From an optimization exercise on the open Yosys and OpenROAD flow, aimed at small area; shortcuts taken in it are not production practice. The RTL was checked by simulation tests, not by an equivalence proof against the original design. Power is estimated from default activity; no workload was simulated.

run 5:
Design S8_actividad2, start of the top module:
module S8_actividad2 #(parameter N_DEBOUNCER = 10)(
    input  logic        clk,
    input  logic        resetN,
    input  logic        Enter, Undo, DisplayFormat,
    input  logic [15:0] DataIn,
    output logic [6:0]  Segments,
    output logic [4:0]  Flags,
    output logic [2:0]  Status,
    output logic [7:0]  Anodes
);
==> module alu_in_out_reg, before the edit <==
module alu_in_out_reg (
    input  logic        clk, reset,
    input  logic [2:0]  state,
    input  logic [15:0] DataIn,
    output logic [4:0]  Flags,
    output logic [15:0] ToDisplay
);
    logic show;
    assign show = (state == 3'd6);
    logic [15:0] opA, opB;
    logic [1:0]  opc;
    always_ff @(posedge clk) begin
        if (state == 3'd1) opA <= DataIn;
        if (state == 3'd3) opB <= DataIn;
        if (state == 3'd5) opc <= DataIn[1:0];
    end
    logic        sub, lg;
    logic [15:0] bx, sum, lgc, alu;
    logic [16:0] c;
    assign sub = ~opc[1] & ~opc[0];
    assign lg  = opc[1];
    assign bx  = opB ^ {16{sub}};
    assign c[0] = sub;
    always_comb begin
        for (int i = 0; i < 16; i++) begin
            sum[i]   = opA[i] ^ bx[i] ^ c[i];
            c[i+1]   = (opA[i] & bx[i]) | (c[i] & (opA[i] | bx[i]));
            lgc[i]   = (opA[i] & opB[i]) | (~opc[0] & (opA[i] | opB[i]));
        end
    end
    assign alu = lg ? lgc : sum;
    logic c15, c16;
    assign c15 = c[15];
    assign c16 = c[16];
    logic [15:0] res;
    logic        fC, fV, valid;
    always_ff @(posedge clk) begin
        if (show) res <= alu;
        if (reset) begin
            fC <= 1'b0;
            fV <= 1'b0;
            valid <= 1'b0;
        end else if (show) begin
            fC <= ~opc[1] & (c16 ^ sub);
            fV <= ~opc[1] & (c16 ^ c15);
            valid <= 1'b1;
        end
    end
    assign Flags = {valid & res[15], valid & ~(|res), fC, fV, valid & (^res)};
    assign ToDisplay = show ? (valid ? res : 16'd0) : DataIn;
endmodule
==> module unsigned_to_bcd, before the edit <==
module unsigned_to_bcd (
    input  logic        clk, reset,
    input  logic [15:0] ToDisplay,
    output logic [5:0]  ph,
    output logic [18:0] bcd,
    output logic        bvalid
);
    always_ff @(posedge clk) begin
        if (reset) ph <= 6'd0;
        else       ph <= ph + 6'd1;
    end
    function automatic logic [3:0] add3(input logic [3:0] d);
        case (d)
            4'd5: add3 = 4'd8;
            4'd6: add3 = 4'd9;
            4'd7: add3 = 4'd10;
            4'd8: add3 = 4'd11;
            4'd9: add3 = 4'd12;
            default: add3 = d;
        endcase
    endfunction
    logic [17:0] sh, sh_add;
    logic        bit_in;
    assign bit_in = ph[5] & ToDisplay[~ph[4:1]];
    always_comb begin
        sh_add[17:16] = sh[17:16];
        for (int d = 0; d < 4; d++) sh_add[4*d +: 4] = add3(sh[4*d +: 4]);
    end
    always_ff @(posedge clk) begin
        if (~ph[5] | ph[0]) sh <= {sh[16:0], bit_in};
        else                sh <= sh_add;
        if (ph == 6'd63) bcd <= {sh, bit_in};
        if (reset)            bvalid <= 1'b0;
        else if (ph == 6'd63) bvalid <= 1'b1;
    end
endmodule
Settings: LEC_CHECK=0, CAP_MARGIN=20, CORE_MARGIN=2, CORE_UTILIZATION=65, PLACE_DENSITY=0.75, SLEW_MARGIN=20; clock period 10.0 ns.
standard.sh (not shown) runs the stock make flow with config.mk's settings and CLKGATE_MAP_FILE= SYNTH_SCRIPT=/design/flow/synth_recipe.tcl, a recipe that flattens the netlist after the stock synthesis.
==> flow/flow/run.sh <==
#!/bin/bash
# Own layout flow: the standard ORFS flow (standard.sh) with
#  - area-oriented ABC scripts and full-adder-only extraction in synthesis;
#    a few synthesis variants are tried and the smallest netlist is laid out
#    (registers are mapped exactly as in the standard synthesis, only the
#    combinational mapping differs between variants),
#  - minimum-size port buffers,
#  - a clock tree of clkbuf_8 buffers without dummy loads.
# Tool output: flow_*.log in this folder and orfs*/logs.
set -euo pipefail
W=$(pwd)
. "$W/flow/knobs.sh"

mkvariant() { # name noabc abc-script-file
  local d="$W/sd_$1"
  rm -rf "$d"; cp -r "$FLOW_HOME/scripts" "$d"
  cp "$W/flow/$3" "$d/abc_area.script"
  sed -i 's/^  extract_fa {\*}\[dont_use_extract_fa_args\]$/  extract_fa -fa/' "$d/synth.tcl"
  grep -q '^  extract_fa -fa$' "$d/synth.tcl"
  if [ "$2" = 1 ]; then
    sed -i 's/^  synth -top \$::env(DESIGN_NAME) -run fine: {\*}\$synth_full_args$/  synth -top $::env(DESIGN_NAME) -run fine: -noabc {*}$synth_full_args/' "$d/synth.tcl"
    grep -q -- '-run fine: -noabc' "$d/synth.tcl"
  fi
}

VARIANTS="a7:0:abc_a7.script a4n:1:abc_a4.script a10:0:abc_a10.script d30:0:abc_d30.script d30n:1:abc_d30.script"
best=""; bestarea=""
for v in $VARIANTS; do
  IFS=: read -r name na scr <<< "$v"
  mkvariant "$name" "$na" "$scr"
done
pids=()
for v in $VARIANTS; do
  IFS=: read -r name na scr <<< "$v"
  bash "$W/standard.sh" WORK_HOME="$W/syn_$name" SCRIPTS_DIR="$W/sd_$name" ABC_AREA=1 synth > "$W/flow_synth_$name.log" 2>&1 &
  pids+=($!)
  while [ "$(jobs -rp | wc -l)" -ge 3 ]; do sleep 1; done
done
wait
for v in $VARIANTS; do
  IFS=: read -r name na scr <<< "$v"
  f="$W/syn_$name/reports/$FLOW_PLATFORM/S8_actividad2/base/synth_stat.txt"
  [ -f "$f" ] || continue
  a=$(grep "Chip area" "$f" | tail -1 | awk '{print $NF}')
  echo "variant $name area $a" | tee -a "$W/flow_variants.log"
  if [ -z "$bestarea" ] || awk "BEGIN{exit !($a < $bestarea)}"; then best=$name; bestarea=$a; fi
done
echo "chosen $best $bestarea" | tee -a "$W/flow_variants.log"
bash "$W/standard.sh" SCRIPTS_DIR="$W/sd_$best" ABC_AREA=1 \
  "BUFFER_PORTS_ARGS=$BUFFER_PORTS_ARGS" \
  "CTS_ARGS=$CTS_ARGS" \
  finish > "$W/flow_make.log" 2>&1
Other scripts of this flow, unchanged in this note and not shown: flow/flow/abc_a10.script, flow/flow/abc_a4.script, flow/flow/abc_a7.script, flow/flow/abc_d30.script, flow/flow/knobs.sh
> inputs changed (run 5 -> run 4)
diff --git a/flow/design.v b/flow/design.v
--- a/flow/design.v
+++ b/flow/design.v
@@ -6,13 +6,13 @@
     output logic [15:0] ToDisplay
 );
     logic show;
-    assign show = (state == 3'd6);
+    assign show = state[2] & state[1];    
     logic [15:0] opA, opB;
     logic [1:0]  opc;
     always_ff @(posedge clk) begin
         if (state == 3'd1) opA <= DataIn;
         if (state == 3'd3) opB <= DataIn;
-        if (state == 3'd5) opc <= DataIn[1:0];
+        if (state[2] & state[0]) opc <= DataIn[1:0];    
     end
     logic        sub, lg;
     logic [15:0] bx, sum, lgc, alu;
@@ -103,14 +103,12 @@
         else       ph <= ph + 6'd1;
     end
     function automatic logic [3:0] add3(input logic [3:0] d);
-        case (d)
-            4'd5: add3 = 4'd8;
-            4'd6: add3 = 4'd9;
-            4'd7: add3 = 4'd10;
-            4'd8: add3 = 4'd11;
-            4'd9: add3 = 4'd12;
-            default: add3 = d;
-        endcase
+        logic g;
+        g = d[3] | (d[2] & (d[1] | d[0]));
+        add3[3] = g;
+        add3[2] = (d[2] & ~d[1] & ~d[0]) | (d[3] & d[0]);
+        add3[1] = (~g & d[1]) | (d[2] & d[1] & d[0]) | (d[3] & ~d[0]);
+        add3[0] = d[0] ^ g;
     endfunction
     logic [17:0] sh, sh_add;
     logic        bit_in;
Results
Design area delta (run 4 − run 5): favourable. Between run 4 and run 5, it is run 4 whose die extent in x is lower, by about 0.8%. Comparing run 5 and run 4, share of the synthesized netlist area taken by xor and xnor gates is lower on run 4. Critical path depth came out exactly the same in run 5 and run 4. Post-synthesis share of cell area spent on full adders, half adders and majority gates of run 4 is on par with run 5. Number of top-level pins: run 5 vs run 4 identical. Between run 5 and run 4, the static leakage power figures differ only marginally. Setup slack in run 4 is smaller than in run 5. Run 4 against run 5: aggregate global-route resource usage +0.87 points; global-route wire length before repair higher. Re hold slack: run 5 and run 4 aren't equal, and the higher value belongs to run 5.

static timing again, ports no longer ideal:
How much do the figures lean on ideal ports? The routed layouts below were timed once more, with nothing changed but the port constraints. Step 1 sets driving cells, clkbuf_16 on the clock port and buf_2 on the other inputs (assumed; they add their load-dependent delay and slew). Step 2 times the ports against the registers' clock, not the clock port: input delays grow and output delays shrink by t, the midpoint of the rising clock arrivals with the driver on. Three values: ideal ports, drivers, drivers and shift; two values: the first two.
run	t, ns	setup slack, ns	worst slew at a driven data input, ns
run 5	0.396	0.898 / 0.898 / 0.898	0.04
run 4	0.390	0.490 / 0.490 / 0.490	0.04
After both steps setup and hold are still met in every run listed.
